What follows belongs to an exercise in optimizing a design on an open flow for small area; a production flow would make more cautious choices.
RTL that was checked went through simulation tests only; none was proved equivalent to the original.
The RTL of run 4 was laid out without a check of its function.
Power is estimated from default activity; no workload was simulated.

$ cat flow/config.mk
export PLATFORM = sky130hd
export DESIGN_NAME = module_mini_cpu
export DESIGN_NICKNAME = module_mini_cpu
export VERILOG_FILES = /design/flow/design.v
export SDC_FILE = /design/flow/constraint.sdc
export NUM_CORES = 4
export LEC_CHECK = 0
export ABC_AREA = 1
export CAP_MARGIN = 20
export CORE_MARGIN = 2
export CORE_UTILIZATION = 60
export SLEW_MARGIN = 20
$ cat flow/constraint.sdc
create_clock -name core_clock -period 12.0 [get_ports {clk}]
set_input_delay 2.4000 -clock core_clock [delete_from_list [all_inputs] [get_ports {clk}]]
set_output_delay 2.4000 -clock core_clock [all_outputs]
set_load 0.01 [all_outputs]
$ cat flow/design.v
module memory (
    input             clk,
    input      [3:0]  wr_hit,    
    input      [15:0] wdata,
    output     [63:0] heads      
);
    reg [255:0] ring;
    genvar b;
    generate
        for (b = 0; b < 4; b = b + 1) begin : bank
            always @(posedge clk) begin
                ring[b*64 +: 16]      <= ring[b*64 + 16 +: 16];
                ring[b*64 + 16 +: 16] <= ring[b*64 + 32 +: 16];
                ring[b*64 + 32 +: 16] <= ring[b*64 + 48 +: 16];
                ring[b*64 + 48 +: 16] <= wr_hit[b] ? wdata : ring[b*64 +: 16];
            end
            assign heads[b*16 +: 16] = ring[b*64 +: 16];
        end
    endgenerate
endmodule
module module_alu (
    input  [15:0] a,
    input  [15:0] b,
    input         sub,
    output [15:0] sum
);
    assign sum = a + (b ^ {16{sub}}) + {15'd0, sub};
endmodule
module module_mini_cpu (
    input [2:0] opcode,
    input [3:0] addr1,
    input [3:0] addr2,
    input [6:0] addr3OuImm,
    input ligar, enviar, clk,
    input rst,
    output [15:0] result,
    output on,
    output [2:0] estado,
    output reg EN,
    output RW,
    output reg RS,
    output reg [7:0] saidaLCD
);
    localparam OFF = 3'd0, FETCH = 3'd1, DECODE = 3'd2, READ = 3'd3,
               CALC = 3'd4, ESPERA = 3'd5, STORE = 3'd6, SHOW = 3'd7;
    localparam LOAD = 3'd0, ADD = 3'd1, ADDI = 3'd2, SUB = 3'd3,
               SUBI = 3'd4, MUL = 3'd5, CLEAR = 3'd6, DISPLAY = 3'd7;
    assign RW = 1'b0;
    reg [2:0] state, estadoReg;
    reg onReg, ligou, ligarApertou, enviarApertou;
    reg [2:0] opR;
    reg [3:0] a1R, a2R;
    reg [6:0] a3R;
    reg [15:0] resultReg;
    reg [15:0] R;             
    wire done;
    always @(posedge clk) begin
        if (rst) begin
            state <= OFF;
            ligou <= 1'b0;
            ligarApertou <= 1'b0;
            enviarApertou <= 1'b0;
            onReg <= 1'b0;
            estadoReg <= OFF;
            resultReg <= 16'd0;
        end else begin
            onReg <= (state == OFF);
            if (state != ESPERA) estadoReg <= state;
            case (state)
                FETCH:
                    if (~enviar) enviarApertou <= 1'b1;
                    else if (enviarApertou) begin
                        enviarApertou <= 1'b0;
                        opR <= opcode;
                        a1R <= addr1;
                        a2R <= addr2;
                        a3R <= addr3OuImm;
                        state <= DECODE;
                    end
                DECODE: begin
                    ligou <= 1'b0;
                    if (estadoReg == DECODE) state <= READ;
                end
                READ:   if (estadoReg == READ) state <= CALC;
                CALC:   if (estadoReg == CALC) state <= ESPERA;
                ESPERA: state <= STORE;
                STORE:  if (estadoReg == STORE) state <= SHOW;
                SHOW: begin
                    resultReg <= R;
                    if (done) state <= FETCH;
                end
                OFF: resultReg <= 16'd0;
            endcase
            if (~ligar) ligarApertou <= 1'b1;
            else if (ligarApertou) begin
                ligarApertou <= 1'b0;
                if (state == OFF) begin
                    state <= FETCH;
                    ligou <= 1'b1;
                end else state <= OFF;
            end
        end
    end
    assign on = onReg;
    assign estado = estadoReg;
    assign result = resultReg;
    reg [1:0] phase;
    reg [15:0] V;
    wire [63:0] heads;
    wire isLOAD = (opR == LOAD), isADD = (opR == ADD), isADDI = (opR == ADDI),
         isSUB = (opR == SUB), isSUBI = (opR == SUBI), isMUL = (opR == MUL),
         isCLEAR = (opR == CLEAR), isDISP = (opR == DISPLAY);
    wire sDEC = (state == DECODE), sREAD = (state == READ), sCALC = (state == CALC),
         sESP = (state == ESPERA), sSTORE = (state == STORE), sSHOW = (state == SHOW),
         sFETCH = (state == FETCH), sOFF = (state == OFF);
    wire c5 = sCALC & (estadoReg != CALC);
    wire c6 = sCALC & (estadoReg == CALC);
    wire c8 = sSTORE & (estadoReg != STORE);
    wire c9 = sSTORE & (estadoReg == STORE);
    wire W1 = sDEC | sREAD;
    wire W2 = sCALC | sESP | c8;
    wire WS = sCALC | sESP | sSTORE;
    wire hit1 = W1 & (phase == a1R[3:2]);
    wire hit2 = W2 & (phase == a2R[3:2]);
    wire [1:0] rbank = W1 ? a1R[1:0] : a2R[1:0];
    wire [15:0] tap = ligou ? 16'd0 : heads[rbank*16 +: 16];
    wire immk = c5 ? a3R[4] : c6 ? a3R[3] : sESP ? a3R[2] : c8 ? a3R[1] : a3R[0];
    wire zap = sOFF | (ligou & sFETCH);
    reg upd, sub;
    reg [1:0] asel;           
    reg [1:0] bsel;           
    always @* begin
        upd = 1'b0; sub = 1'b0; asel = 2'd1; bsel = 2'd0;
        if (zap) begin upd = 1'b1; asel = 2'd0; end
        else case (opR)
            LOAD, CLEAR: if (c5) begin upd = 1'b1; asel = 2'd0; bsel = isLOAD ? 2'd3 : 2'd0; end
            DISPLAY: if (hit1) begin upd = 1'b1; asel = 2'd0; bsel = 2'd1; end
            ADD, SUB: begin
                if (hit1) begin upd = 1'b1; asel = 2'd0; bsel = 2'd1; end
                else if (hit2) begin upd = 1'b1; asel = 2'd1; bsel = 2'd1; sub = isSUB; end
            end
            ADDI, SUBI: begin
                if (hit1) begin upd = 1'b1; asel = 2'd0; bsel = 2'd1; end
                else if (c5) begin upd = 1'b1; asel = 2'd1; bsel = 2'd3; sub = a3R[6] ^ isSUBI; end
            end
            MUL: begin
                if (hit1) begin upd = 1'b1; asel = 2'd0; sub = a3R[6]; bsel = a3R[5] ? 2'd1 : 2'd0; end
                else if (WS) begin upd = 1'b1; asel = 2'd2; sub = a3R[6]; bsel = immk ? 2'd2 : 2'd0; end
            end
        endcase
    end
    wire [15:0] imm = isLOAD ? {9'd0, a3R} : {10'd0, a3R[5:0]};
    wire [15:0] opa = (asel == 2'd1) ? R : (asel == 2'd2) ? {R[14:0], 1'b0} : 16'd0;
    wire [15:0] opb = (bsel == 2'd1) ? tap : (bsel == 2'd2) ? V : (bsel == 2'd3) ? imm : 16'd0;
    wire [15:0] sum;
    module_alu ula (.a(opa), .b(opb), .sub(sub), .sum(sum));
    wire [15:0] Rnext = sum;
    always @(posedge clk) begin
        R <= Rnext;
        if (hit1) V <= tap;
        phase <= rst ? 2'd0 : phase + 2'd1;
    end
    wire Wwr = c9 | sSHOW | (sFETCH & ~ligou);
    wire clr = sOFF | (ligou & (sFETCH | sDEC)) | (Wwr & isCLEAR);
    wire [3:0] dest = isLOAD ? a1R : (isADD | isSUB) ? a3R[6:3] : a2R;
    wire wen = Wwr & ~isCLEAR & ~isDISP & (phase == dest[3:2]);
    wire [3:0] wr_hit;
    assign wr_hit[0] = clr | (wen & (dest[1:0] == 2'd0));
    assign wr_hit[1] = clr | (wen & (dest[1:0] == 2'd1));
    assign wr_hit[2] = clr | (wen & (dest[1:0] == 2'd2));
    assign wr_hit[3] = clr | (wen & (dest[1:0] == 2'd3));
    memory memoriaRAM (.clk(clk), .wr_hit(wr_hit), .wdata(Rnext), .heads(heads));
    parameter MS = 5;
    reg stateLCD;             
    reg [5:0] instructions;
    reg [2:0] counter;
    reg doneR, doneligou;
    assign done = doneR;
    always @(posedge clk) begin
        if (rst) begin
            stateLCD <= 1'b0;
            instructions <= 6'd0;
            counter <= 3'd0;
            doneR <= 1'b0;
            doneligou <= 1'b0;
        end else if (sOFF | sSHOW | (ligou & sFETCH)) begin
            if (counter == MS - 1) begin
                counter <= 3'd0;
                stateLCD <= ~stateLCD;
                if (stateLCD) begin
                    if (sOFF) instructions <= (instructions <= 6'd1) ? instructions + 6'd1 : 6'd0;
                    else if (instructions < 6'd40) instructions <= instructions + 6'd1;
                    else begin
                        instructions <= 6'd0;
                        if (sSHOW) doneR <= 1'b1;
                        else doneligou <= 1'b1;
                    end
                end
            end else counter <= counter + 3'd1;
        end else if (sFETCH) begin
            doneR <= 1'b0;
            instructions <= 6'd0;
            stateLCD <= 1'b0;
            counter <= 3'd0;
        end else if (sDEC) begin
            doneligou <= 1'b0;
        end
    end
    reg [18:0] X;
    wire [15:0] rmag = resultReg[15] ? (~resultReg + 16'd1) : resultReg;
    reg [8:0] hbcd;
    integer i;
    always @* begin
        hbcd = 9'd0;
        for (i = 14; i >= 8; i = i - 1) begin
            if (hbcd[3:0] >= 5) hbcd[3:0] = hbcd[3:0] + 4'd3;
            if (hbcd[7:4] >= 5) hbcd[7:4] = hbcd[7:4] + 4'd3;
            hbcd = {hbcd[7:0], rmag[i]};
        end
    end
    wire [18:0] Xnext = {resultReg[15], rmag[15], hbcd, rmag[7:0]};
    wire neg = X[18];
    wire special = X[17];
    reg [17:0] bcd;
    always @* begin
        bcd = {9'd0, X[16:8]};
        for (i = 7; i >= 0; i = i - 1) begin
            if (bcd[3:0] >= 5) bcd[3:0] = bcd[3:0] + 4'd3;
            if (bcd[7:4] >= 5) bcd[7:4] = bcd[7:4] + 4'd3;
            if (bcd[11:8] >= 5) bcd[11:8] = bcd[11:8] + 4'd3;
            if (bcd[15:12] >= 5) bcd[15:12] = bcd[15:12] + 4'd3;
            bcd = {bcd[16:0], X[i]};
        end
    end
    wire startup = ligou & ~doneligou;
    reg [3:0] dig;
    reg [7:0] spc;
    always @* begin
        case (instructions[2:0])
            3'd2: begin dig = {2'd0, bcd[17:16]}; spc = 8'h2D; end    
            3'd3: begin dig = bcd[15:12]; spc = 8'h2E; end    
            3'd4: begin dig = bcd[11:8];  spc = 8'h29; end    
            3'd5: begin dig = bcd[7:4];   spc = 8'h2A; end    
            default: begin dig = bcd[3:0]; spc = 8'h28; end   
        endcase
    end
    wire [7:0] digchar = (special & ~startup) ? spc : {4'h3, dig & {4{~startup}}};
    reg [3:0] abit;
    always @* begin
        case (opR)
            ADD, SUB: abit = a3R[6:3];
            ADDI, SUBI, MUL: abit = a2R;
            default: abit = a1R;
        endcase
    end
    wire clrc = isCLEAR & ~startup;    
    reg [7:0] opc;
    always @* begin
        case (instructions[1:0])
            2'd2: case (opR)             
                ADD, ADDI: opc = 8'h41;
                SUB, SUBI: opc = 8'h53;
                MUL: opc = 8'h4D;
                DISPLAY: opc = 8'h44;
                CLEAR: opc = 8'h43;
                default: opc = 8'h4C;
            endcase
            2'd3: case (opR)             
                ADD, ADDI: opc = 8'h44;
                SUB, SUBI, MUL: opc = 8'h55;
                DISPLAY: opc = 8'h50;
                CLEAR: opc = 8'h4C;
                default: opc = 8'h4F;
            endcase
            2'd0: case (opR)             
                ADD, ADDI: opc = 8'h44;
                SUB, SUBI: opc = 8'h42;
                MUL, DISPLAY: opc = 8'h4C;
                CLEAR: opc = 8'h45;
                default: opc = 8'h41;
            endcase
            default: case (opR)          
                ADDI, SUBI: opc = 8'h49;
                CLEAR: opc = 8'h41;
                LOAD: opc = 8'h44;
                default: opc = 8'h20;
            endcase
        endcase
    end
    always @(posedge clk) begin
        if (rst) begin
            X <= 19'd0;
            EN <= 1'b0;
            RS <= 1'b0;
            saidaLCD <= 8'd0;
        end else if (sOFF | sSTORE) begin
            EN <= ~stateLCD;
            if (instructions == 6'd1) begin saidaLCD <= 8'h08; RS <= 1'b0; end
        end else if (startup | sSHOW) begin
            EN <= ~stateLCD;
            if (~startup) X <= Xnext;
            case (instructions)
                1: begin saidaLCD <= 8'h38; RS <= 0; end
                2: begin saidaLCD <= 8'h0E; RS <= 0; end
                3: begin saidaLCD <= 8'h01; RS <= 0; end
                4: begin saidaLCD <= 8'h02; RS <= 0; end
                5: begin saidaLCD <= 8'h06; RS <= 0; end
                6, 7, 8, 9: begin RS <= 1; saidaLCD <= startup ? 8'h2D : opc; end
                10: begin RS <= 1; saidaLCD <= clrc ? 8'h52 : 8'h20; end
                11, 12, 13, 14, 15, 23, 24, 25, 26, 27, 28, 29, 30, 31, 32:
                    begin saidaLCD <= 8'h20; RS <= 1; end
                16: begin RS <= 1; saidaLCD <= clrc ? 8'h20 : 8'h5B; end
                17: begin RS <= 1; saidaLCD <= startup ? 8'h2D : isCLEAR ? 8'h20 : {7'h18, abit[3]}; end
                18: begin RS <= 1; saidaLCD <= startup ? 8'h2D : isCLEAR ? 8'h20 : {7'h18, abit[2]}; end
                19: begin RS <= 1; saidaLCD <= startup ? 8'h2D : isCLEAR ? 8'h20 : {7'h18, abit[1]}; end
                20: begin RS <= 1; saidaLCD <= startup ? 8'h2D : isCLEAR ? 8'h20 : {7'h18, abit[0]}; end
                21: begin RS <= 1; saidaLCD <= clrc ? 8'h20 : 8'h5D; end
                22: begin saidaLCD <= 8'hC0; RS <= 0; end
                33: begin RS <= 1; saidaLCD <= clrc ? 8'h20 : ((neg & ~startup) ? 8'h2D : 8'h2B); end
                34, 35, 36, 37, 38: begin RS <= 1; saidaLCD <= clrc ? 8'h20 : digchar; end
                39: begin saidaLCD <= 8'h0C; RS <= 0; end
                default: ;
            endcase
        end
    end
endmodule
$ cat flow/flow/run.sh
#!/bin/bash
# Layout flow: the standard ORFS flow with two changes:
#  - synthesis maps logic with flow/area.abc (via flow/abc_wrap.tcl); all other
#    synthesis steps, and so all registers, are those of synth_recipe.tcl;
#  - port buffers use the smallest buffer cell.
set -euo pipefail
W=$PWD
export FLOW_ABC_SCRIPT=$W/flow/area.abc
# synth_recipe.tcl with the ABC wrapper loaded before ORFS's synth.tcl
sed "s#^source \$::env(SCRIPTS_DIR)/synth.tcl#source $W/flow/abc_wrap.tcl\n&#" synth_recipe.tcl > $W/flow_synth.tcl
grep -q abc_wrap $W/flow_synth.tcl
# standard.sh with that synthesis script and extra settings
sed -e "s#SYNTH_SCRIPT=[^ ]*synth_recipe.tcl#SYNTH_SCRIPT=$W/flow_synth.tcl#" \
    -e "s#\"\${@:-finish}\"#BUFFER_PORTS_ARGS='-buffer_cell sky130_fd_sc_hd__buf_1' \"\${@:-finish}\"#" \
    standard.sh > $W/flow_standard.sh
grep -q flow_synth.tcl $W/flow_standard.sh
grep -q BUFFER_PORTS_ARGS $W/flow_standard.sh
bash $W/flow_standard.sh > $W/flow_make.log 2>&1
$ cat flow/flow/abc_wrap.tcl
# Map the combinational logic with an area-oriented ABC script instead of the
# one ORFS picks; every other synthesis step is ORFS's own (synth_recipe.tcl).
proc abc {args} {
  set i [lsearch -exact $args -script]
  if { $i >= 0 } {
    lset args [expr { $i + 1 }] $::env(FLOW_ABC_SCRIPT)
  }
  yosys abc {*}$args
}
$ cat flow/flow/area.abc
strash
dch
amap
strash
dch
amap
topo
$ cat flow/standard.sh
#!/bin/bash
# synth_recipe.tcl (not shown) runs the flow's synth.tcl, then flattens the netlist and writes it again
# the make line also repeats each setting of config.mk as NAME=value (left out here)
make -C /OpenROAD-flow-scripts/flow DESIGN_CONFIG=/design/flow/config.mk WORK_HOME=/design/flow/orfs CLKGATE_MAP_FILE= SYNTH_SCRIPT=/design/flow/synth_recipe.tcl "${@:-finish}"
==> results of run 1 <==
[final timing paths]
check	from	end	slack (ns)	cells past startpoint
max	X[8]$_SDFFE_PP0P_	saidaLCD[1]$_SDFFE_PP0P_	2.56	52
min	memoriaRAM.ring[47]$_DFF_P_	memoriaRAM.ring[31]$_DFF_P_	0.32	0
max reg2reg	X[8]$_SDFFE_PP0P_	saidaLCD[1]$_SDFFE_PP0P_	2.56	52
min reg2reg	memoriaRAM.ring[47]$_DFF_P_	memoriaRAM.ring[31]$_DFF_P_	0.32	0
[power by group]
| group | total [W] | switching [W] | internal (W) |
|---|---|---|---|
| clock | 0.00113 | 0.000471 | 0.000663 |
| sequential | 0.00128 | 0.00000499 | 0.00127 |
| combinational | 0.0000399 | 0.0000286 | 0.0000113 |
[cells by family after synthesis]
| kind of cell | Yosys count | synth area share, % |
|---|---|---|
| XOR/XNOR | 1 | 0.05869 |
| AND/OR/NAND/NOR | 482 | 13.60 |
| adder cells (fa/ha/maj) | 61 | 5.164 |
| other | 1 | 0.02512 |
| flip-flops | 375 | 52.58 |
| buffers and inverters | 268 | 6.815 |
| AO/OA/AOI/OAI | 530 | 21.76 |
[layout make-up]
type                    count  area [sq um]  area share (%)
clock inverters             9         132.6          0.7872
repair buffers             68         320.3           1.901
flip-flops and latches    375          7848           46.58
multi-input cells        1075          6080           36.08
inverters                 265         994.7           5.904
well taps                 324         405.4           2.406
clock buffers              56          1069           6.342
[critical path, delay by kind of cell (launching register included)]
| kind | cells | cell delay, ns |
|---|---|---|
| AOI/OAI and AO/OA | 19 | 4.70 |
| adders and majority gates | 6 | 1.32 |
| buffers and inverters | 12 | 1.39 |
| DFF | 1 | 0.41 |
| and+or+nand+nor | 15 | 1.54 |
[cells in the final DEF (no fill, tap or decap), drive strengths merged, types with 34 or more instances in the layout]
cell	n
nand2	110
ha	60
a21oi	140
buf	67
o21ai	122
nor3	40
nor2	259
clkbuf	57
o22ai	126
edfxtp	34
clkinv	271
dfxtp	341
[metrics by stage]
step           util [%]  hold WS, ns
2_1_floorplan         -       0.3096
3_3_place_gp      64.15       0.3095
3_5_place_dp      64.15       0.3121
4_1_cts           69.08       0.3228
5_1_grt           69.08       0.3287
6_report          69.08       0.3217
[flip-flops by register name, summed over array words and instances (netlist names), 4 cells and up]
signal,cells
saidaLCD,8
a2R,4
instructions,6
memoriaRAM.ring,256
a3R,7
a1R,4
resultReg,16
R,16
V,16
X,19
[routing by layer]
layer / vias up / track usage (%)
li1: 6257 / -
met1: 5827 / 36.22
met2: 399 / 48.54
met3: 86 / 4.239
met4: 0 / 11.06
met5: - / 0
==> flow_summary.ini, run 1 <==
[logic_synthesis]
ys_ff_latch = 375
syn-cell-area_sq_um = 14930
synth_top_area_share_pct = 45.74
synthTopCellsByArea = dfxtp_1 46%, edfxtp_1 6.8%, clkinv_1 6.7%
synth_ff_type = dfxtp_1
synth.most_common_cell = dfxtp_1
syn_avg_cell_area_sq_um = 8.688
yosysWarnings = 2
syn_inst = 1718
yosysSeqAreaShare_pct = 52.58
synth_top_cell_by_area = dfxtp_1
synth-edff-count = 34
async_flop_share_pct = 0
ys_top_cells_by_count = 341 x dfxtp_1, 265 x clkinv_1, 259 x nor2_1
syn_nets = 1801
synth_cell_type_count = 46

[sta]
tns_ns = 0
finalCritPeriodShare_pct = 78.64
tightest_slew_ns = 0.9369
rsz0062_at_grt = false
finalSetupViolCount = 0
min_period_ns = 9.437
worst_slack_ns = 2.563
finalMaxSlewViolations = 0
finalHoldViolCount = 0
fmax_mhz = 106.0
fin_skew_ns = 0.01894
slew_headroom_pct = 36.88

[clock_tree]
cts_resized = 0
cts_inserted_buffers = 36
path_clk_slew_ns = 0.06
htree_levels = 2
clk-insertion-delay-late_ns = 0.53
clock_sinks = 375
cts-root-buf = clkbuf_16
post_cts_buffers = 0
cts_tree = yes
holdBufCountCts = 0
clk_path_buf_depth = 3

[route]
viasPerCell = 5.787
wl_met1_um = 16390
wl_per_cell_um = 17.10
wl_met2_um = 17410
firstDrtPassIters = 6
route.met3.wl_um = 2181
route.detailed.drc = 0
drtIter0Drc = 910
highest_layer = met4
final_antenna_net_count = 0
routed_wl_um = 37140
vias = 12570

[status]
status = complete, no violations

[finish]
finalInstanceArea_sq_um = 16850
fin_cells = 2172
fin_nets = 1904
drive_above_1_share_pct = 3.950
diodes = 0
synthToLayoutAreaGrowth_pct = 12.88
fill_cells = 1860

[grt]
antenna_found_initial = 0
grt_pass1_wl_um = 60020
grt_use_total_pct = 28.29
grt_start_max_net_pins = 64
first_global_vias = 12100
overflow = 0

[die]
fp.dieW_um = 161.7
core_sq_um = 24390
core.rowCount = 57
die-area_sq_um = 26150
start_util_pct = 61.19
ios = 53
chipHeight_um = 161.7

[worst_setup_path]
cp_common_cell = clkinv_1
critPathMaxStageDelay_ns = 0.50
crit_type = reg2reg
cp-end-kind = flip-flop
crit_path_max_fanout = 5
cp_slowest_cell = a211oi_1
crit_path_start_kind = flip-flop
crit_arrival_ns = 9.89
worstPathRequired_ns = 12.45

[pwr]
fin_total_pwr_w = 0.002450
leakage_nw = 6.133
powerDensity_nw_per_um2 = 145.4
peakVddDrop_mv = 0.1941

[place]
preCtsSetupSlack_ns = 2.651
hpwl_um = 25330
place.gp.congestion = 0.9235
numPlacedInstances = 2107
io_buffers = 51
placed_cell_area_sq_um = 15650

[flow_run]
cap_violations = 0

[worst_hold_path]
hp-class = reg2reg
==> run 2, diff against run 1 <==
--- a/flow/design.v
+++ b/flow/design.v
@@ -208,4 +208,21 @@
     end
+    function [3:0] add3;
+        input [3:0] d;
+        begin
+            add3[3] = d[3] | (d[2] & d[0]) | (d[2] & d[1]);
+            add3[2] = (d[3] & d[0]) | (d[2] & ~d[1] & ~d[0]);
+            add3[1] = (d[3] & ~d[0]) | (~d[2] & d[1]) | (d[1] & d[0]);
+            add3[0] = (d[3] & ~d[0]) | (~d[3] & ~d[2] & d[0]) | (d[2] & d[1] & ~d[0]);
+        end
+    endfunction
     reg [18:0] X;
-    wire [15:0] rmag = resultReg[15] ? (~resultReg + 16'd1) : resultReg;
+    wire [15:0] lowset;       
+    assign lowset[0] = 1'b0;
+    genvar g;
+    generate
+        for (g = 1; g < 16; g = g + 1) begin : absg
+            assign lowset[g] = lowset[g-1] | resultReg[g-1];
+        end
+    endgenerate
+    wire [15:0] rmag = resultReg ^ ({16{resultReg[15]}} & lowset);
     reg [8:0] hbcd;
@@ -215,4 +232,4 @@
         for (i = 14; i >= 8; i = i - 1) begin
-            if (hbcd[3:0] >= 5) hbcd[3:0] = hbcd[3:0] + 4'd3;
-            if (hbcd[7:4] >= 5) hbcd[7:4] = hbcd[7:4] + 4'd3;
+            hbcd[3:0] = add3(hbcd[3:0]);
+            hbcd[7:4] = add3(hbcd[7:4]);
             hbcd = {hbcd[7:0], rmag[i]};
@@ -227,6 +244,6 @@
         for (i = 7; i >= 0; i = i - 1) begin
-            if (bcd[3:0] >= 5) bcd[3:0] = bcd[3:0] + 4'd3;
-            if (bcd[7:4] >= 5) bcd[7:4] = bcd[7:4] + 4'd3;
-            if (bcd[11:8] >= 5) bcd[11:8] = bcd[11:8] + 4'd3;
-            if (bcd[15:12] >= 5) bcd[15:12] = bcd[15:12] + 4'd3;
+            bcd[3:0] = add3(bcd[3:0]);
+            bcd[7:4] = add3(bcd[7:4]);
+            bcd[11:8] = add3(bcd[11:8]);
+            bcd[15:12] = add3(bcd[15:12]);
             bcd = {bcd[16:0], X[i]};
--- a/flow/config.mk
+++ b/flow/config.mk
@@ -11,2 +11,5 @@
 export CORE_UTILIZATION = 60
+export CTS_BUF_LIST = sky130_fd_sc_hd__clkbuf_16
+export CTS_CLUSTER_DIAMETER = 150
+export CTS_CLUSTER_SIZE = 27
 export SLEW_MARGIN = 20
==> flow_summary.ini, run 2 <==
[status]
status = complete, no violations

[route]
drtIter0Drc = 879
wl_per_cell_um = 17.00
routed_wl_um = 34140
final_antenna_net_count = 0
viasPerCell = 5.755
vias = 11560
route.detailed.drc = 0
firstDrtPassIters = 7

[worst_hold_path]
hp-class = reg2reg

[sta]
finalSetupViolCount = 0
finalMaxSlewViolations = 0
finalCritPeriodShare_pct = 59.91
hold_ws_ns = 0.3256
rsz0062_at_grt = false
min_period_ns = 7.189
fmax_mhz = 139.1
tns_ns = 0
slew_headroom_pct = 32.76
fin_skew_ns = 0.01935
finalHoldViolCount = 0
tightest_slew_ns = 0.9981

[clock_tree]
htree_levels = 1
cts_inserted_buffers = 17
holdBufCountCts = 0
cts-root-buf = clkbuf_16
path_clk_slew_ns = 0.11
cts_resized = 0
clk-insertion-delay-late_ns = 0.51
cts_tree = yes
post_cts_buffers = 0
clock_sinks = 375
clk_path_buf_depth = 3

[finish]
fin_nets = 1729
fill_cells = 1949
layout_commonest_cell = dfxtp_1
drive_above_1_share_pct = 2.072
final_cell_mix = 341 x dfxtp_1, 281 x nor2_1, 179 x clkinv_1
largestRegisters = memoriaRAM.ring: 256 flops, X: 19 flops
diodes = 0
largest_reg_flops = 256
fin_cells = 2008
largest-register = memoriaRAM.ring
fin_util_pct = 65.55
finalInstanceArea_sq_um = 15250
synthToLayoutAreaGrowth_pct = 8.031

[worst_setup_path]
worstPathRequired_ns = 12.42
cp_common_cell = nor2_1
crit_buf_inv = 4
critPathMaxStageDelay_ns = 0.75
crit_path_start_kind = flip-flop
crit_type = reg2reg
crit_arrival_ns = 7.60
cp-end-kind = flip-flop
crit_path_max_fanout = 19
cp_slowest_cell = nor2_1
worst_path_dominant_cell_family = compound AO/OA/AOI/OAI gates

[die]
core.rowCount = 56
ios = 53
core_sq_um = 23260
start_util_pct = 60.68
die-area_sq_um = 24770
fp.dieW_um = 157.4
chipHeight_um = 157.4

[logic_synthesis]
synth.most_common_cell = dfxtp_1
synth-edff-count = 34
synthTopCellsByArea = dfxtp_1 48%, nor2_1 7.5%, edfxtp_1 7.2%
synth_top_area_share_pct = 48.36
synth_cell_type_count = 47
ys_top_cells_by_count = 341 x dfxtp_1, 281 x nor2_1, 179 x clkinv_1
ys_ff_latch = 375
yosysWarnings = 2
syn_inst = 1606
syn_nets = 1650
synth_ff_type = dfxtp_1
synth_top_cell_by_area = dfxtp_1
syn_avg_cell_area_sq_um = 8.789
async_flop_share_pct = 0
yosysSeqAreaShare_pct = 55.60
syn-cell-area_sq_um = 14110

[grt]
grt_use_total_pct = 26.98
overflow = 0
grt_start_max_net_pins = 60
antenna_found_initial = 0
first_global_vias = 10780
grt_pass1_wl_um = 53790

[pwr]
peakVddDrop_mv = 0.1531
leakage_nw = 5.326
powerDensity_nw_per_um2 = 126.5

[flow_run]
cap_violations = 0

[place]
place.gp.congestion = 0.9362
placed_cell_area_sq_um = 14790
io_buffers = 51
numPlacedInstances = 1985
hpwl_um = 24570
## run 2: cell count changes in the layout (fill, tap and decap cells not counted), moves of 7 or more
cell,change
clkbuf_1,-13
clkinv_1,-86
a21oi_1,-54
nor3_1,+9
nand2_1,+38
o21ai_0,+22
a22oi_1,+17
clkbuf_16,-21
ha_1,-39
nor2_1,+22
o22ai_1,-44
or2_0,+7
## run 2: logic make-up (layout without fill, tap and decap cells)
group / Yosys count / count (layout) / synth area share [%]
adder cells (fa/ha/maj): 22 / 22 / 2.003
AND/OR/NAND/NOR: 559 / 559 / 16.62
other: 1 / 1 / 0.02657
flip-flops: 375 / 375 / 55.60
buffers and inverters: 182 / 265 / 4.920
AO/OA/AOI/OAI: 467 / 467 / 20.83
## run 2: area by class of cell
class                           count  area, sq um  area share, %
Sequential cell                   375         7848          51.46
Multi-Input combinational cell   1049         5593          36.68
Inverter                          179        671.9          4.406
Clock buffer                       17        425.4          2.790
Tap cell                          319        399.1          2.618
Timing Repair Buffer               63        282.8          1.854
Clock inverter                      6        28.78         0.1887
## run 2: final timing paths
path                                     start                            to  slack, ns  cells after the start
hold / removal    memoriaRAM.ring[107]$_DFF_P_   memoriaRAM.ring[91]$_DFF_P_       0.33                      0
setup / recovery           state[1]$_SDFF_PP0_  memoriaRAM.ring[191]$_DFF_P_       4.81                     31
hold reg to reg   memoriaRAM.ring[107]$_DFF_P_   memoriaRAM.ring[91]$_DFF_P_       0.33                      0
setup reg to reg           state[1]$_SDFF_PP0_  memoriaRAM.ring[191]$_DFF_P_       4.81                     31
## run 2: worst register-to-register path: cells and delay by family, from the launching register on
| kind | cells | cell delay (ns) |
|---|---|---|
| flops | 1 | 0.45 |
| compound gates | 14 | 2.91 |
| fa+ha+maj | 1 | 0.37 |
| buf+inv | 4 | 0.86 |
| simple gates | 12 | 2.47 |
## run 2: layer usage
layer | vias up | global-route usage [%] | share of wire [%]
met1 | 5339 | 34.94 | 45
met5 | - | 0 | 0
met4 | 0 | 8.874 | 2.9
li1 | 5830 | - | -
met3 | 77 | 4.323 | 5.5
met2 | 311 | 46.16 | 47
## run 2: where the power goes
| group | internal, W | leakage (nW) | switching [W] |
|---|---|---|---|
| Clock | 0.000260 | 0.239 | 0.000365 |
| Combinational | 0.00000966 | 2.03 | 0.0000252 |
| Sequential | 0.00127 | 3.06 | 0.00000361 |
| Total | 0.00154 | 5.33 | 0.000394 |
## run 2: through the flow
| step | setup WS, ns | total power [W] |
|---|---|---|
| floorplan | 3.119 | 0.001316 |
| finish | 4.811 | 0.001929 |
| global route | 3.889 | 0.001988 |
| detailed placement | 4.972 | 0.001332 |
| CTS | 4.834 | 0.001940 |
| global placement | 5.146 | 0.001332 |
==> run 3, diff against run 2 <==
--- a/flow/design.v
+++ b/flow/design.v
@@ -159,3 +159,5 @@
         R <= Rnext;
-        if (hit1) V <= tap;
+        if (cld) V <= {rmag[11:0], 4'd0};
+        else if (cbusy) V <= {V[13:0], 2'd0};
+        else if (hit1) V <= tap;
         phase <= rst ? 2'd0 : phase + 2'd1;
@@ -208,3 +210,3 @@
     end
-    function [3:0] add3;
+    function [3:0] add3;      
         input [3:0] d;
@@ -217,3 +219,7 @@
     endfunction
-    reg [18:0] X;
+    function [17:0] dab;      
+        input [17:0] d;
+        input b;
+        dab = {d[16], add3(d[15:12]), add3(d[11:8]), add3(d[7:4]), add3(d[3:0]), b};
+    endfunction
     wire [15:0] lowset;       
@@ -227,24 +233,37 @@
     wire [15:0] rmag = resultReg ^ ({16{resultReg[15]}} & lowset);
-    reg [8:0] hbcd;
+    wire isSmall = (rmag[15:7] == 9'd0);
+    reg [8:0] sbcd;           
     integer i;
     always @* begin
-        hbcd = 9'd0;
-        for (i = 14; i >= 8; i = i - 1) begin
-            hbcd[3:0] = add3(hbcd[3:0]);
-            hbcd[7:4] = add3(hbcd[7:4]);
-            hbcd = {hbcd[7:0], rmag[i]};
+        sbcd = 9'd0;
+        for (i = 6; i >= 0; i = i - 1) begin
+            sbcd[7:4] = add3(sbcd[7:4]);
+            sbcd[3:0] = add3(sbcd[3:0]);
+            sbcd = {sbcd[7:0], rmag[i]};
         end
     end
-    wire [18:0] Xnext = {resultReg[15], rmag[15], hbcd, rmag[7:0]};
-    wire neg = X[18];
-    wire special = X[17];
-    reg [17:0] bcd;
-    always @* begin
-        bcd = {9'd0, X[16:8]};
-        for (i = 7; i >= 0; i = i - 1) begin
-            bcd[3:0] = add3(bcd[3:0]);
-            bcd[7:4] = add3(bcd[7:4]);
-            bcd[11:8] = add3(bcd[11:8]);
-            bcd[15:12] = add3(bcd[15:12]);
-            bcd = {bcd[16:0], X[i]};
+    reg [17:0] D;             
+    reg neg, special;         
+    reg [2:0] ccnt;           
+    reg sh1;                  
+    wire cld = sSHOW & ((estadoReg != SHOW) | sh1);
+    wire cbusy = (ccnt != 3'd0);
+    always @(posedge clk) begin
+        if (rst) begin
+            D <= 18'd0;
+            neg <= 1'b0;
+            special <= 1'b0;
+            ccnt <= 3'd0;
+            sh1 <= 1'b0;
+        end else begin
+            sh1 <= sSHOW & (estadoReg != SHOW);
+            if (cld) begin
+                neg <= resultReg[15];
+                special <= rmag[15];
+                D <= isSmall ? {9'd0, sbcd} : {15'd0, rmag[14:12]};
+                ccnt <= isSmall ? 3'd0 : 3'd6;
+            end else if (cbusy) begin
+                D <= dab(dab(D, V[15]), V[14]);
+                ccnt <= ccnt - 3'd1;
+            end
         end
@@ -256,7 +275,7 @@
         case (instructions[2:0])
-            3'd2: begin dig = {2'd0, bcd[17:16]}; spc = 8'h2D; end    
-            3'd3: begin dig = bcd[15:12]; spc = 8'h2E; end    
-            3'd4: begin dig = bcd[11:8];  spc = 8'h29; end    
-            3'd5: begin dig = bcd[7:4];   spc = 8'h2A; end    
-            default: begin dig = bcd[3:0]; spc = 8'h28; end   
+            3'd2: begin dig = {2'd0, D[17:16]}; spc = 8'h2D; end    
+            3'd3: begin dig = D[15:12]; spc = 8'h2E; end    
+            3'd4: begin dig = D[11:8];  spc = 8'h29; end    
+            3'd5: begin dig = D[7:4];   spc = 8'h2A; end    
+            default: begin dig = D[3:0]; spc = 8'h28; end   
         endcase
@@ -308,3 +327,2 @@
         if (rst) begin
-            X <= 19'd0;
             EN <= 1'b0;
@@ -317,3 +335,2 @@
             EN <= ~stateLCD;
-            if (~startup) X <= Xnext;
             case (instructions)
==> flow_summary.ini, run 3 <==
[logic_synthesis]
synth_cell_type_count = 50
yosysWarnings = 2
synth_top_cell_by_area = dfxtp_1
ys_ff_latch = 380
syn_inst = 1535
syn_nets = 1581
synthTopCellsByArea = dfxtp_1 50%, edfxtp_1 6.5%, clkinv_1 6.4%
synth-edff-count = 30
synth.most_common_cell = dfxtp_1
syn_avg_cell_area_sq_um = 9.042
ys_top_cells_by_count = 350 x dfxtp_1, 238 x clkinv_1, 204 x nor2_1
async_flop_share_pct = 0
synth_top_area_share_pct = 50.48
yosysSeqAreaShare_pct = 56.97
synth_ff_type = dfxtp_1
syn-cell-area_sq_um = 13880

[die]
start_util_pct = 61.30
fp.dieW_um = 156.1
core.rowCount = 55
chipHeight_um = 156.1
die-area_sq_um = 24370
ios = 53
core_sq_um = 22640

[sta]
hold_ws_ns = 0.3158
finalMaxSlewViolations = 0
tightest_slew_ns = 0.9732
min_period_ns = 6.590
tns_ns = 0
fmax_mhz = 151.8
fin_skew_ns = 0.03723
finalSetupViolCount = 0
finalHoldViolCount = 0
rsz0062_at_grt = false
slew_headroom_pct = 34.88
finalCritPeriodShare_pct = 54.91

[worst_setup_path]
cp-end-kind = flip-flop
critPathMaxStageDelay_ns = 0.58
cp_slowest_cell = nand3_1
r2r_cells = 34
crit_arrival_ns = 6.97
crit_path_max_fanout = 18
r2r_end = memoriaRAM.ring[62]$_DFF_P_
r2r_start = opR[0]$_DFFE_PP_
worst_path_dominant_cell_family = compound AO/OA/AOI/OAI gates
crit_type = reg2reg
crit_path_start_kind = flip-flop
crit_buf_inv = 4
cp_common_cell = nor2_1
worstPathRequired_ns = 12.38
ff2ff_setup_slack_ns = 5.41

[clock_tree]
clk_path_buf_depth = 3
holdBufCountCts = 0
htree_levels = 1
cts_inserted_buffers = 18
cts_resized = 0
clock_sinks = 380
path_clk_slew_ns = 0.11
cts-root-buf = clkbuf_16
cts_tree = yes
clk-insertion-delay-late_ns = 0.52
post_cts_buffers = 0

[pwr]
p_comb_share_pct = 13.3
sw_frac_of_total_pct = 26.66
fin_total_pwr_w = 0.002359
powerDensity_nw_per_um2 = 156.5
power.switching_w = 0.0006288
p_clk_share_pct = 28.6
peakVddDrop_mv = 0.1831
leakage_nw = 5.290
p_int_w = 0.001730
seqPwrFrac_pct = 58.1

[route]
route.detailed.drc = 0
drtIter0Drc = 957
firstDrtPassIters = 7
final_antenna_net_count = 0
vias = 11370
routed_wl_um = 35380
viasPerCell = 5.951
wl_per_cell_um = 18.51

[finish]
layout_commonest_cell = dfxtp_1
largestRegisters = memoriaRAM.ring: 256 flops, D: 18 flops
final_cell_mix = 350 x dfxtp_1, 238 x clkinv_1, 204 x nor2_1
fin_nets = 1666
drive_above_1_share_pct = 2.399
fin_util_pct = 66.58
synthToLayoutAreaGrowth_pct = 8.609
fill_cells = 1835
largest_reg_flops = 256
diodes = 0
finalInstanceArea_sq_um = 15070
largest-register = memoriaRAM.ring

[grt]
antenna_found_initial = 0
first_global_vias = 10750
overflow = 0
grt_use_total_pct = 28.81
grt_start_max_net_pins = 48
grt_pass1_wl_um = 55760

[place]
placed_cell_area_sq_um = 14540
hpwl_um = 25800
place.gp.congestion = 0.9932
io_buffers = 51

[worst_hold_path]
min_to = memoriaRAM.ring[138]$_DFF_P_
hp-class = reg2reg
holdPathStages = 0
worst_hold_startpoint = memoriaRAM.ring[154]$_DFF_P_

[flow_run]
cap_violations = 0

[status]
status = complete, no violations
run 3: power groups by stage:
stage / Combinational (W) / Sequential (W) / Clock, W
2_1_floorplan: 0.000218 / 0.00139 / 0
3_3_place_gp: 0.000302 / 0.00140 / 0
3_5_place_dp: 0.000308 / 0.00140 / 0
4_1_cts: 0.000308 / 0.00137 / 0.000688
5_1_grt: 0.000346 / 0.00138 / 0.000730
6_report: 0.000314 / 0.00137 / 0.000675
run 3: cells by family after synthesis:
group	Yosys count	share of synthesized area, %
other cells	1	0.02702
simple gates	424	12.82
fa+ha+maj	24	2.218
flops	380	56.97
buf+inv	240	6.545
compound gates	466	21.42
run 3: per-stage QoR:
stage / setup slack, ns / std cells
floorplan: 5.096 / 1535
global placement: 5.924 / 1885
detailed placement: 5.653 / 1885
CTS: 5.590 / 1911
global route: 4.730 / 1911
finish: 5.410 / 1911
run 3: worst max-delay path by stage:
stage	from	end	cells after the start
after floorplan	state[0]$_SDFF_PP0_	memoriaRAM.ring[62]$_DFF_P_	31
after CTS	opR[0]$_DFFE_PP_	memoriaRAM.ring[62]$_DFF_P_	36
after detailed placement	opR[0]$_DFFE_PP_	memoriaRAM.ring[62]$_DFF_P_	36
after global routing	opR[0]$_DFFE_PP_	memoriaRAM.ring[126]$_DFF_P_	34
final	opR[0]$_DFFE_PP_	memoriaRAM.ring[62]$_DFF_P_	34
after global placement	opR[0]$_DFFE_PP_	memoriaRAM.ring[62]$_DFF_P_	34
run 3: final cells by class:
cell class | instances | area (sq um) | area share [%]
Clock inverter | 7 | 52.55 | 0.3486
Timing Repair Buffer | 67 | 312.8 | 2.075
Tap cell | 285 | 356.6 | 2.366
Inverter | 238 | 893.4 | 5.926
Clock buffer | 19 | 475.5 | 3.154
Sequential cell | 380 | 7908 | 52.46
Multi-Input combinational cell | 915 | 5076 | 33.67
run 3: worst register-to-register path: cells and delay by family (launching register included):
| family | cells | cell delay (ns) |
|---|---|---|
| AO/OA/AOI/OAI | 15 | 2.56 |
| AND/OR/NAND/NOR | 14 | 2.25 |
| flip-flops | 1 | 0.46 |
| adder cells (fa/ha/maj) | 1 | 0.40 |
| buffers and inverters | 4 | 0.75 |
run 3: per-layer routing:
metal / vias up / share of wire (%) / track usage [%]
li1: 5594 / - / -
met1: 5273 / 42 / 36.80
met2: 413 / 48 / 49.64
met3: 93 / 6.4 / 4.389
met4: 0 / 3.6 / 10.66
met5: - / 0 / 0
==> run 4, diff against run 3 <==
--- a/flow/design.v
+++ b/flow/design.v
@@ -125,4 +125,3 @@
     wire [1:0] rbank = W1 ? a1R[1:0] : a2R[1:0];
-    wire [15:0] tap = ligou ? 16'd0 : heads[rbank*16 +: 16];
-    wire immk = c5 ? a3R[4] : c6 ? a3R[3] : sESP ? a3R[2] : c8 ? a3R[1] : a3R[0];
+    wire immk = c6 ? a3R[3] : sESP ? a3R[2] : c8 ? a3R[1] : a3R[0];
     wire zap = sOFF | (ligou & sFETCH);
@@ -146,3 +145,4 @@
             MUL: begin
-                if (hit1) begin upd = 1'b1; asel = 2'd0; sub = a3R[6]; bsel = a3R[5] ? 2'd1 : 2'd0; end
+                if (hit1) begin upd = 1'b1; asel = 2'd0; sub = a3R[6]; bsel = 2'd1; end
+                else if (c5) begin upd = 1'b1; asel = a3R[5] ? 2'd2 : 2'd0; sub = a3R[6]; bsel = a3R[4] ? 2'd2 : 2'd0; end
                 else if (WS) begin upd = 1'b1; asel = 2'd2; sub = a3R[6]; bsel = immk ? 2'd2 : 2'd0; end
@@ -153,3 +153,7 @@
     wire [15:0] opa = (asel == 2'd1) ? R : (asel == 2'd2) ? {R[14:0], 1'b0} : 16'd0;
-    wire [15:0] opb = (bsel == 2'd1) ? tap : (bsel == 2'd2) ? V : (bsel == 2'd3) ? imm : 16'd0;
+    wire selTap = (bsel == 2'd1) & ~ligou;
+    wire [3:0] selH = {4{selTap}} & {rbank == 2'd3, rbank == 2'd2, rbank == 2'd1, rbank == 2'd0};
+    wire [15:0] opb = ({16{selH[0]}} & heads[15:0]) | ({16{selH[1]}} & heads[31:16])
+                    | ({16{selH[2]}} & heads[47:32]) | ({16{selH[3]}} & heads[63:48])
+                    | ({16{bsel == 2'd2}} & V) | ({16{bsel == 2'd3}} & imm);
     wire [15:0] sum;
@@ -161,3 +165,3 @@
         else if (cbusy) V <= {V[13:0], 2'd0};
-        else if (hit1) V <= tap;
+        else if (hit1) V <= opb;
         phase <= rst ? 2'd0 : phase + 2'd1;
@@ -325,2 +329,26 @@
     end
+    wire chValid = (instructions != 6'd0) & (instructions < 6'd40);
+    reg [7:0] ch;
+    reg chRS;
+    always @* begin
+        chRS = 1'b1;
+        ch = 8'h20;
+        case (instructions)
+            1: begin ch = 8'h38; chRS = 1'b0; end
+            2: begin ch = 8'h0E; chRS = 1'b0; end
+            3: begin ch = 8'h01; chRS = 1'b0; end
+            4: begin ch = 8'h02; chRS = 1'b0; end
+            5: begin ch = 8'h06; chRS = 1'b0; end
+            22: begin ch = 8'hC0; chRS = 1'b0; end
+            39: begin ch = 8'h0C; chRS = 1'b0; end
+            6, 7, 8, 9: ch = startup ? 8'h2D : opc;
+            10: ch = clrc ? 8'h52 : 8'h20;
+            16: ch = clrc ? 8'h20 : 8'h5B;
+            17, 18, 19, 20: ch = startup ? 8'h2D : isCLEAR ? 8'h20 : {7'h18, abit[2'd0 - instructions[1:0]]};
+            21: ch = clrc ? 8'h20 : 8'h5D;
+            33: ch = clrc ? 8'h20 : ((neg & ~startup) ? 8'h2D : 8'h2B);
+            34, 35, 36, 37, 38: ch = clrc ? 8'h20 : digchar;
+            default: ;
+        endcase
+    end
     always @(posedge clk) begin
@@ -335,24 +363,3 @@
             EN <= ~stateLCD;
-            case (instructions)
-                1: begin saidaLCD <= 8'h38; RS <= 0; end
-                2: begin saidaLCD <= 8'h0E; RS <= 0; end
-                3: begin saidaLCD <= 8'h01; RS <= 0; end
-                4: begin saidaLCD <= 8'h02; RS <= 0; end
-                5: begin saidaLCD <= 8'h06; RS <= 0; end
-                6, 7, 8, 9: begin RS <= 1; saidaLCD <= startup ? 8'h2D : opc; end
-                10: begin RS <= 1; saidaLCD <= clrc ? 8'h52 : 8'h20; end
-                11, 12, 13, 14, 15, 23, 24, 25, 26, 27, 28, 29, 30, 31, 32:
-                    begin saidaLCD <= 8'h20; RS <= 1; end
-                16: begin RS <= 1; saidaLCD <= clrc ? 8'h20 : 8'h5B; end
-                17: begin RS <= 1; saidaLCD <= startup ? 8'h2D : isCLEAR ? 8'h20 : {7'h18, abit[3]}; end
-                18: begin RS <= 1; saidaLCD <= startup ? 8'h2D : isCLEAR ? 8'h20 : {7'h18, abit[2]}; end
-                19: begin RS <= 1; saidaLCD <= startup ? 8'h2D : isCLEAR ? 8'h20 : {7'h18, abit[1]}; end
-                20: begin RS <= 1; saidaLCD <= startup ? 8'h2D : isCLEAR ? 8'h20 : {7'h18, abit[0]}; end
-                21: begin RS <= 1; saidaLCD <= clrc ? 8'h20 : 8'h5D; end
-                22: begin saidaLCD <= 8'hC0; RS <= 0; end
-                33: begin RS <= 1; saidaLCD <= clrc ? 8'h20 : ((neg & ~startup) ? 8'h2D : 8'h2B); end
-                34, 35, 36, 37, 38: begin RS <= 1; saidaLCD <= clrc ? 8'h20 : digchar; end
-                39: begin saidaLCD <= 8'h0C; RS <= 0; end
-                default: ;
-            endcase
+            if (chValid) begin saidaLCD <= ch; RS <= chRS; end
         end
--- a/flow/config.mk
+++ b/flow/config.mk
@@ -11,5 +11,5 @@
 export CORE_UTILIZATION = 60
-export CTS_BUF_LIST = sky130_fd_sc_hd__clkbuf_16
+export CTS_BUF_LIST = sky130_fd_sc_hd__clkbuf_8
 export CTS_CLUSTER_DIAMETER = 150
-export CTS_CLUSTER_SIZE = 27
+export CTS_CLUSTER_SIZE = 14
 export SLEW_MARGIN = 20
==> flow_summary.ini, run 4 <==
[finish]
final_cell_mix = 350 x dfxtp_1, 244 x clkinv_1, 207 x nor2_1
fin_cells = 1880
seqCellArea_sq_um = 7908
fin_nets = 1634
drive_above_1_share_pct = 3.135
largest_reg_flops = 256
synthToLayoutAreaGrowth_pct = 8.224
fill_cells = 1847
diodes = 0
largest-register = memoriaRAM.ring
multi_input_area_sq_um = 4840
layout_commonest_cell = dfxtp_1
largestRegisters = memoriaRAM.ring: 256 flops, D: 18 flops
fin_util_pct = 65.71

[route]
viasPerCell = 5.903
route.detailed.drc = 0
routed_wl_um = 35450
firstDrtPassIters = 5
vias = 11100
final_antenna_net_count = 0
drtIter0Drc = 868
wl_per_cell_um = 18.86

[place]
io_buffers = 51
hpwl_um = 26310
place.gp.congestion = 0.9438
numPlacedInstances = 1840

[sta]
slew_headroom_pct = 27.81
finalMaxSlewViolations = 0
rsz0062_at_grt = false
tns_ns = 0
finalCritPeriodShare_pct = 56.89
fmax_mhz = 146.5
tightest_slew_ns = 1.056
fin_skew_ns = 0.05190
finalSetupViolCount = 0
min_period_ns = 6.827
finalHoldViolCount = 0

[flow_run]
cap_violations = 0

[clock_tree]
htree_levels = 1
clock_sinks = 380
post_cts_buffers = 0
cts-root-buf = clkbuf_8
path_clk_slew_ns = 0.10
cts_inserted_buffers = 31
clk_path_buf_depth = 3
cts_resized = 0
clk-insertion-delay-late_ns = 0.64
cts_tree = yes
holdBufCountCts = 0

[worst_setup_path]
crit_path_max_fanout = 16
cp-end-kind = flip-flop
critPathMaxStageDelay_ns = 0.66
crit_arrival_ns = 7.31
crit_path_start_kind = flip-flop
crit_type = reg2reg
cp_slowest_cell = nand4_1
worstPathRequired_ns = 12.49

[logic_synthesis]
ys_ff_latch = 380
syn_inst = 1493
syn-cell-area_sq_um = 13660
ys_top_cells_by_count = 350 x dfxtp_1, 244 x clkinv_1, 207 x nor2_1
syn_nets = 1539
yosysWarnings = 2
syn_avg_cell_area_sq_um = 9.151
synth_cell_type_count = 48
synth-edff-count = 30
async_flop_share_pct = 0
synth.most_common_cell = dfxtp_1
synth_top_area_share_pct = 51.28
synth_top_cell_by_area = dfxtp_1
synthTopCellsByArea = dfxtp_1 51%, clkinv_1 6.7%, edfxtp_1 6.6%
yosysSeqAreaShare_pct = 57.88
synth_ff_type = dfxtp_1

[grt]
overflow = 0
first_global_vias = 10430
grt_use_total_pct = 29.38
grt_pass1_wl_um = 56260
antenna_found_initial = 0
grt_start_max_net_pins = 51

[pwr]
fin_total_pwr_w = 0.002293
leakage_nw = 5.223
peakVddDrop_mv = 0.1714
sw_frac_of_total_pct = 27.30
power.switching_w = 0.0006259
powerDensity_nw_per_um2 = 155.1
seqPwrFrac_pct = 60.0
p_clk_share_pct = 27.5
p_int_w = 0.001667
p_comb_share_pct = 12.5

[die]
core.rowCount = 55
start_util_pct = 60.72
core_sq_um = 22500
ios = 53
fp.dieW_um = 154.9
chipHeight_um = 154.9
die-area_sq_um = 24000

[worst_hold_path]
hp-class = reg2reg

[status]
status = complete, no violations
[run 4: cell count changes after synthesis, moves of 4 or more]
cell       change
a2111oi_0      +9
o22ai_1       +20
nand4_1        +4
a21oi_1       -15
a211oi_1      +10
clkinv_1       +6
a31oi_1        -6
nand2_1       -15
nor3_1         -5
a22oi_1        +5
a221oi_1      -29
o21ai_0       -33
[run 4: power groups by stage]
stage / Combinational (W) / Sequential [W] / Clock [W]
4_1_cts: 0.000285 / 0.00137 / 0.000638
5_1_grt: 0.000320 / 0.00138 / 0.000682
6_report: 0.000287 / 0.00137 / 0.000631
2_1_floorplan: 0.000193 / 0.00139 / 0
3_3_place_gp: 0.000275 / 0.00140 / 0
3_5_place_dp: 0.000285 / 0.00140 / 0
[run 4: critical path, delay by kind of cell, from the launching register on]
family / cells / cell delay [ns]
flops: 1 / 0.50
simple gates: 12 / 1.89
buf+inv: 2 / 0.57
compound gates: 18 / 3.32
fa+ha+maj: 1 / 0.41
[run 4: layout make-up]
type | instances | area share [%]
clock buffer | 31 | 2.885
inverter | 244 | 6.194
tap | 285 | 2.412
multi-input combinational | 867 | 32.73
timing repair buffer | 64 | 1.963
sequential | 380 | 53.48
clock inverter | 9 | 0.3385
[run 4: cells by family after synthesis]
| family | count (synthesis) | share of synthesized area [%] |
|---|---|---|
| simple gates | 415 | 12.86 |
| other cells | 1 | 0.02745 |
| xor+xnor | 1 | 0.06411 |
| fa+ha+maj | 24 | 2.253 |
| buf+inv | 246 | 6.813 |
| compound gates | 426 | 20.11 |
| flops | 380 | 57.88 |
[run 4: worst paths after layout]
kind | start | to | slack [ns] | cells after the start
min | memoriaRAM.ring[165]$_DFF_P_ | memoriaRAM.ring[149]$_DFF_P_ | 0.30 | 0
max | opR[0]$_DFFE_PP_ | memoriaRAM.ring[190]$_DFF_P_ | 5.17 | 33
max reg2reg | opR[0]$_DFFE_PP_ | memoriaRAM.ring[190]$_DFF_P_ | 5.17 | 33
min reg2reg | memoriaRAM.ring[165]$_DFF_P_ | memoriaRAM.ring[149]$_DFF_P_ | 0.30 | 0
[run 4: routing by layer]
metal  part of all wire (%)  up-vias  track usage, %
met5                      0        -               0
met4                    2.3        0           8.686
met3                    6.1       70           4.206
met2                     46      384           48.25
met1                     45     5213           40.74
li1                       -     5431               -
[run 4: per-stage QoR]
step / hold WS (ns) / cell area [sq um] / setup WS (ns)
3_5_place_dp: 0.3121 / 14300 / 5.304
2_1_floorplan: 0.3096 / 13660 / 4.780
4_1_cts: 0.3006 / 14780 / 5.310
5_1_grt: 0.3046 / 14790 / 4.397
6_report: 0.2980 / 14790 / 5.173
3_3_place_gp: 0.3095 / 14300 / 5.688
==> run 5, diff against run 4 <==
--- a/flow/design.v
+++ b/flow/design.v
@@ -168,5 +168,13 @@
     end
+    reg [3:0] abit;
+    always @* begin
+        case (opR)
+            ADD, SUB: abit = a3R[6:3];
+            ADDI, SUBI, MUL: abit = a2R;
+            default: abit = a1R;
+        endcase
+    end
     wire Wwr = c9 | sSHOW | (sFETCH & ~ligou);
     wire clr = sOFF | (ligou & (sFETCH | sDEC)) | (Wwr & isCLEAR);
-    wire [3:0] dest = isLOAD ? a1R : (isADD | isSUB) ? a3R[6:3] : a2R;
+    wire [3:0] dest = abit;    
     wire wen = Wwr & ~isCLEAR & ~isDISP & (phase == dest[3:2]);
@@ -287,10 +295,2 @@
     wire [7:0] digchar = (special & ~startup) ? spc : {4'h3, dig & {4{~startup}}};
-    reg [3:0] abit;
-    always @* begin
-        case (opR)
-            ADD, SUB: abit = a3R[6:3];
-            ADDI, SUBI, MUL: abit = a2R;
-            default: abit = a1R;
-        endcase
-    end
     wire clrc = isCLEAR & ~startup;    
==> flow/flow/area.abc (replaced) <==
strash
dch
amap
strash
dch
amap
strash
dch
amap
strash
dch
amap
strash
dch
amap
strash
dch
amap
topo
--- a/flow/config.mk
+++ b/flow/config.mk
@@ -14,2 +14,3 @@
 export CTS_CLUSTER_SIZE = 14
+export GPL_TIMING_DRIVEN = 0
 export SLEW_MARGIN = 20
==> flow_summary.ini, run 5 <==
[status]
status = complete, no violations

[grt]
overflow = 0
grt_start_max_net_pins = 39
grt_use_total_pct = 28.48
first_global_vias = 10210
grt_pass1_wl_um = 53670
antenna_found_initial = 0

[place]
hpwl_um = 24540
io_buffers = 51
preCtsSetupSlack_ns = 3.128
place.gp.congestion = 0.9358

[finish]
diodes = 0
largest-register = memoriaRAM.ring
synthToLayoutAreaGrowth_pct = 8.707
largest_reg_flops = 256
layout_commonest_cell = dfxtp_1
drive_above_1_share_pct = 3.546
largestRegisters = memoriaRAM.ring: 256 flops, D: 18 flops
fin_util_pct = 66.79
final_cell_mix = 350 x dfxtp_1, 194 x nor2_1, 182 x clkinv_1
fin_nets = 1590

[route]
wl_per_cell_um = 18.41
routed_wl_um = 33720
firstDrtPassIters = 7
viasPerCell = 5.870
route.detailed.drc = 0
wl_met2_um = 15320
highest_layer = met4
wl_met1_um = 14860
route.met3.wl_um = 2144
final_antenna_net_count = 0
vias = 10750
drtIter0Drc = 858

[worst_setup_path]
crit_arrival_ns = 9.55
critPathMaxStageDelay_ns = 0.76
cp-end-kind = flip-flop
crit_path_max_fanout = 16
worstPathRequired_ns = 12.47
cp_common_cell = nor2_1
crit_path_start_kind = flip-flop
crit_type = reg2reg
cp_slowest_cell = clkinv_1

[pwr]
peakVddDrop_mv = 0.1381
leakage_nw = 5.260
fin_total_pwr_w = 0.002351
powerDensity_nw_per_um2 = 160.8

[logic_synthesis]
synthTopCellsByArea = dfxtp_1 52%, edfxtp_1 6.7%, nor2_1 5.5%
syn_inst = 1451
synth_ff_type = dfxtp_1
yosysWarnings = 2
synth-edff-count = 30
syn-cell-area_sq_um = 13450
yosysSeqAreaShare_pct = 58.79
async_flop_share_pct = 0
ys_top_cells_by_count = 350 x dfxtp_1, 197 x nor2_1, 182 x clkinv_1
syn_avg_cell_area_sq_um = 9.270
synth_top_cell_by_area = dfxtp_1
ys_ff_latch = 380
synth_cell_type_count = 50
syn_nets = 1497
synth.most_common_cell = dfxtp_1
synth_top_area_share_pct = 52.09

[clock_tree]
clk_path_buf_depth = 3
post_cts_buffers = 0
cts_resized = 0
htree_levels = 1
clk-insertion-delay-late_ns = 0.64
clock_sinks = 380
cts-root-buf = clkbuf_8
cts_tree = yes
cts_inserted_buffers = 31
path_clk_slew_ns = 0.10
holdBufCountCts = 0

[sta]
min_period_ns = 9.082
rsz0062_at_grt = false
slew_headroom_pct = 40.61
fmax_mhz = 110.1
worst_slack_ns = 2.918
tns_ns = 0
tightest_slew_ns = 0.8860
fin_skew_ns = 0.04613
hold_ws_ns = 0.3121
finalMaxSlewViolations = 0
finalSetupViolCount = 0
finalHoldViolCount = 0
finalCritPeriodShare_pct = 75.68

[die]
core_sq_um = 21890
fp.dieW_um = 153.7
core.rowCount = 54
ios = 53
chipHeight_um = 153.7
die-area_sq_um = 23630
start_util_pct = 61.44

[worst_hold_path]
hp-class = reg2reg

[flow_run]
cap_violations = 0
[run 5: cell count changes after synthesis, sizes merged, moves of 11 or more]
cell,change
a222oi,+12
a221oi,+11
o21ai,+58
clkinv,-62
nand2,+45
o22ai,-75
[run 5: logic make-up after synthesis]
kind of cell / after synthesis / synth area share [%]
AO/OA/AOI/OAI: 420 / 20.05
adder cells (fa/ha/maj): 24 / 2.288
buffers and inverters: 184 / 5.191
flip-flops: 380 / 58.79
other: 1 / 0.02788
AND/OR/NAND/NOR: 442 / 13.66
[run 5: per-layer routing]
layer	up-vias	GRT usage (%)
li1	5284	-
met1	5016	38.04
met2	361	46.71
met3	87	4.171
met4	0	11.84
met5	-	0
[run 5: stage by stage]
stage / cell area (sq um) / std cells
after floorplan: 13450 / 1451
after global placement: 13990 / 1782
after detailed placement: 14140 / 1791
after CTS: 14620 / 1831
after global routing: 14620 / 1831
final: 14620 / 1831
[run 5: final cells by class]
type / count / area, sq um
clock inverter: 9 / 53.80
inverter: 182 / 683.2
buffer: 2 / 15.01
sequential: 380 / 7908
timing repair buffer: 60 / 296.5
multi-input combinational: 887 / 4888
clock buffer: 31 / 426.7
tap: 280 / 350.3
fill: 1846 / 7269
[run 5: worst paths after layout]
check	to	slack (ns)	cells past startpoint	start
setup / recovery	memoriaRAM.ring[191]$_DFF_P_	2.92	37	state[2]$_SDFF_PP0_
hold / removal	memoriaRAM.ring[154]$_DFF_P_	0.31	0	memoriaRAM.ring[170]$_DFF_P_
setup reg to reg	memoriaRAM.ring[191]$_DFF_P_	2.92	37	state[2]$_SDFF_PP0_
hold reg to reg	memoriaRAM.ring[154]$_DFF_P_	0.31	0	memoriaRAM.ring[170]$_DFF_P_
[run 5: critical path: cells and delay by family (launching register included)]
kind / cells / cell delay [ns]
adder cells (fa/ha/maj): 1 / 0.37
AND/OR/NAND/NOR: 19 / 3.17
AO/OA/AOI/OAI: 13 / 3.26
buffers and inverters: 4 / 1.65
flip-flops: 1 / 0.46
[run 5: where the power goes]
| part | switching, W | leakage (nW) | internal (W) |
|---|---|---|---|
| registers | 0.0000453 | 3.12 | 0.00134 |
| logic | 0.000218 | 1.87 | 0.000111 |
| clock network | 0.000397 | 0.273 | 0.000238 |
==> run 6, diff against run 5 <==
==> flow/flow/area.abc (replaced) <==
strash
dch
amap
strash
dch
amap
topo
--- a/flow/config.mk
+++ b/flow/config.mk
@@ -14,3 +14,2 @@
 export CTS_CLUSTER_SIZE = 14
-export GPL_TIMING_DRIVEN = 0
 export SLEW_MARGIN = 20
==> flow_summary.ini, run 6 <==
[worst_setup_path]
r2r_end = memoriaRAM.ring[190]$_DFF_P_
endpoint = memoriaRAM.ring[190]$_DFF_P_
ff2ff_setup_slack_ns = 4.82
critPathMaxStageDelay_ns = 0.81
r2r_start = opR[0]$_DFFE_PP_
cp-end-kind = flip-flop
cp_common_cell = nor2_1
crit_type = reg2reg
worstPathRequired_ns = 12.45
r2r_cells = 35
crit_path_start_kind = flip-flop
worstSetupStartpoint = opR[0]$_DFFE_PP_
crit_path_max_fanout = 9
cp_slowest_cell = a2111oi_0
crit_arrival_ns = 7.63

[pwr]
powerDensity_nw_per_um2 = 158.6
leakage_nw = 5.205
peakVddDrop_mv = 0.1341

[logic_synthesis]
synth_top_cell_by_area = dfxtp_1
synth_xor_area_share_pct = 0
yosys.area_share.adder_pct = 2.260
synth-edff-count = 30
synth-compound-area-share_pct = 20.62
ys_ff_latch = 380
synth.most_common_cell = dfxtp_1
synthTopCellsByArea = dfxtp_1 51%, edfxtp_1 6.6%, clkinv_1 6.3%
syn_avg_cell_area_sq_um = 9.163
async_flop_share_pct = 0
syn_inst = 1486
synth_top_family_by_area = compound AO/OA/AOI/OAI gates
yosysSeqAreaShare_pct = 58.07
synth_ff_type = dfxtp_1
synth_cell_type_count = 49
syn-cell-area_sq_um = 13620
syn_nets = 1532
synth_top_area_share_pct = 51.46
ys_top_cells_by_count = 350 x dfxtp_1, 227 x clkinv_1, 193 x nor2_1
synth-simple-area-share_pct = 12.65
yosysWarnings = 2
synth_mux_area_share_pct = 0

[finish]
synthToLayoutAreaGrowth_pct = 8.251
drive_above_1_share_pct = 3.082
largest_reg_flops = 256
seqCellArea_sq_um = 7908
final_cell_mix = 350 x dfxtp_1, 227 x clkinv_1, 193 x nor2_1
diodes = 0
multi_input_area_sq_um = 4842
layout_commonest_cell = dfxtp_1
largestRegisters = memoriaRAM.ring: 256 flops, D: 18 flops
largest-register = memoriaRAM.ring
fin_nets = 1629
fill_cells = 1879

[grt]
grt_pass1_wl_um = 53830
antenna_found_initial = 0
grt_start_max_net_pins = 50
grt_use_total_pct = 28.20
first_global_vias = 10300
overflow = 0

[sta]
fmax_mhz = 139.3
fin_skew_ns = 0.04372
min_period_ns = 7.180
slew_headroom_pct = 27.17
tns_ns = 0
hold_ws_ns = 0.3127
finalHoldViolCount = 0
finalMaxSlewViolations = 0
rsz0062_at_grt = false
finalCritPeriodShare_pct = 59.84
tightest_slew_ns = 1.082
finalSetupViolCount = 0

[route]
vias = 10980
route.detailed.drc = 0
routed_wl_um = 34140
drtIter0Drc = 895
final_antenna_net_count = 0
firstDrtPassIters = 7
viasPerCell = 5.857
wl_per_cell_um = 18.21

[worst_hold_path]
hp-class = reg2reg

[flow_run]
cap_violations = 0

[die]
core.rowCount = 55
core_sq_um = 22430
start_util_pct = 60.70
fp.dieW_um = 154.6
chipHeight_um = 154.6
die-area_sq_um = 23920
ios = 53

[clock_tree]
holdBufCountCts = 0
clk_path_buf_depth = 3
cts_inserted_buffers = 31
clock_sinks = 380
post_cts_buffers = 0
clk-insertion-delay-late_ns = 0.62
cts_tree = yes
cts_resized = 0
htree_levels = 1
path_clk_slew_ns = 0.11
cts-root-buf = clkbuf_8

[status]
status = complete, no violations

[place]
io_buffers = 51
hpwl_um = 25190
place.gp.congestion = 0.9653
-- run 6: cell types whose count changed after synthesis, sizes merged, moves of 5 or more --
cell | before | now
o21ai | 133 | 121
nand4 | 3 | 8
nand2 | 148 | 118
or3 | 12 | 3
o22ai | 69 | 100
clkinv | 182 | 227
nor3 | 38 | 46
a222oi | 18 | 4
a22oi | 26 | 36
-- run 6: per-stage QoR --
stage	area, sq um	utilization, %	worst slack [ns]	cells	total power, W
global route	14740	65.71	4.029	1875	0.002439
detailed placement	14260	63.58	5.072	1835	0.001733
global placement	14260	63.58	5.344	1835	0.001728
floorplan	13620	-	5.791	1486	0.001620
CTS	14740	65.71	4.988	1875	0.002346
finish	14740	65.71	4.820	1875	0.002337
-- run 6: cell type report --
cell class	count	share of cell area (%)
clock inverter	9	0.3395
tap	285	2.419
clock buffer	31	2.894
timing repair buffer	66	2.071
sequential	380	53.65
inverter	227	5.780
multi-input combinational	877	32.85
-- run 6: how the worst min path moves through the flow --
| stage | cells past startpoint | to | from | slack (ns) |
|---|---|---|---|---|
| after floorplan | 0 | memoriaRAM.ring[0]$_DFF_P_ | memoriaRAM.ring[16]$_DFF_P_ | 0.31 |
| after global placement | 0 | memoriaRAM.ring[156]$_DFF_P_ | memoriaRAM.ring[172]$_DFF_P_ | 0.31 |
| after detailed placement | 0 | memoriaRAM.ring[158]$_DFF_P_ | memoriaRAM.ring[174]$_DFF_P_ | 0.31 |
| after CTS | 0 | memoriaRAM.ring[101]$_DFF_P_ | memoriaRAM.ring[117]$_DFF_P_ | 0.30 |
| after global routing | 0 | memoriaRAM.ring[22]$_DFF_P_ | memoriaRAM.ring[38]$_DFF_P_ | 0.32 |
| final | 0 | memoriaRAM.ring[101]$_DFF_P_ | memoriaRAM.ring[117]$_DFF_P_ | 0.31 |
-- run 6: report_power, final --
part           switching (W)  internal, W  total [W]
Sequential         0.0000448      0.00134    0.00139
Clock               0.000392     0.000236   0.000628
Combinational       0.000209     0.000114   0.000323
Total               0.000646      0.00169    0.00234
-- run 6: critical path: cells and delay by family (launching register included) --
kind / cells / cell delay [ns]
compound gates: 14 / 3.06
fa+ha+maj: 1 / 0.46
buf+inv: 4 / 0.84
flops: 1 / 0.51
simple gates: 16 / 2.12
-- run 6: logic make-up (layout without fill, tap and decap cells) --
group,after synthesis,count (layout)
AOI/OAI and AO/OA,441,441
and+or+nand+nor,411,411
DFF,380,380
buffers and inverters,229,333
adders and majority gates,24,24
other,1,1
-- run 6: per-layer routing --
layer / up-vias / global-route usage, % / part of all wire [%]
li1: 5413 / - / -
met1: 5168 / 37.75 / 45
met2: 339 / 48.41 / 47
met3: 61 / 3.811 / 5.8
met4: 0 / 7.584 / 2.3
met5: - / 0 / 0

==> static timing again, ports no longer ideal <==
In the flow no input, the clock included, has a driving cell. The finished layouts below were timed again as built, in two steps.
Step 1: set_driving_cell puts a clkbuf_16 on clk and a buf_2 on each other input, an assumption about the parent block.
Step 2, shift: input delay + t, output delay - t, t = (earliest + latest rising clock arrival at the registers) / 2. This alone moves slack from input paths to output paths.
Three values: no drivers, after step 1, after step 2; two values: the first two.
run | t, ns | slack for setup (ns)
run 1 | 0.570 | 2.563 / 2.563 / 2.563
run 2 | 0.546 | 4.811 / 4.811 / 4.811
run 3 | 0.549 | 5.410 / 5.410 / 5.410
run 4 | 0.658 | 5.173 / 5.173 / 5.173
run 5 | 0.661 | 2.918 / 2.918 / 2.918
run 6 | 0.643 | 4.820 / 4.820 / 4.820
After both steps every run listed still meets setup and hold.
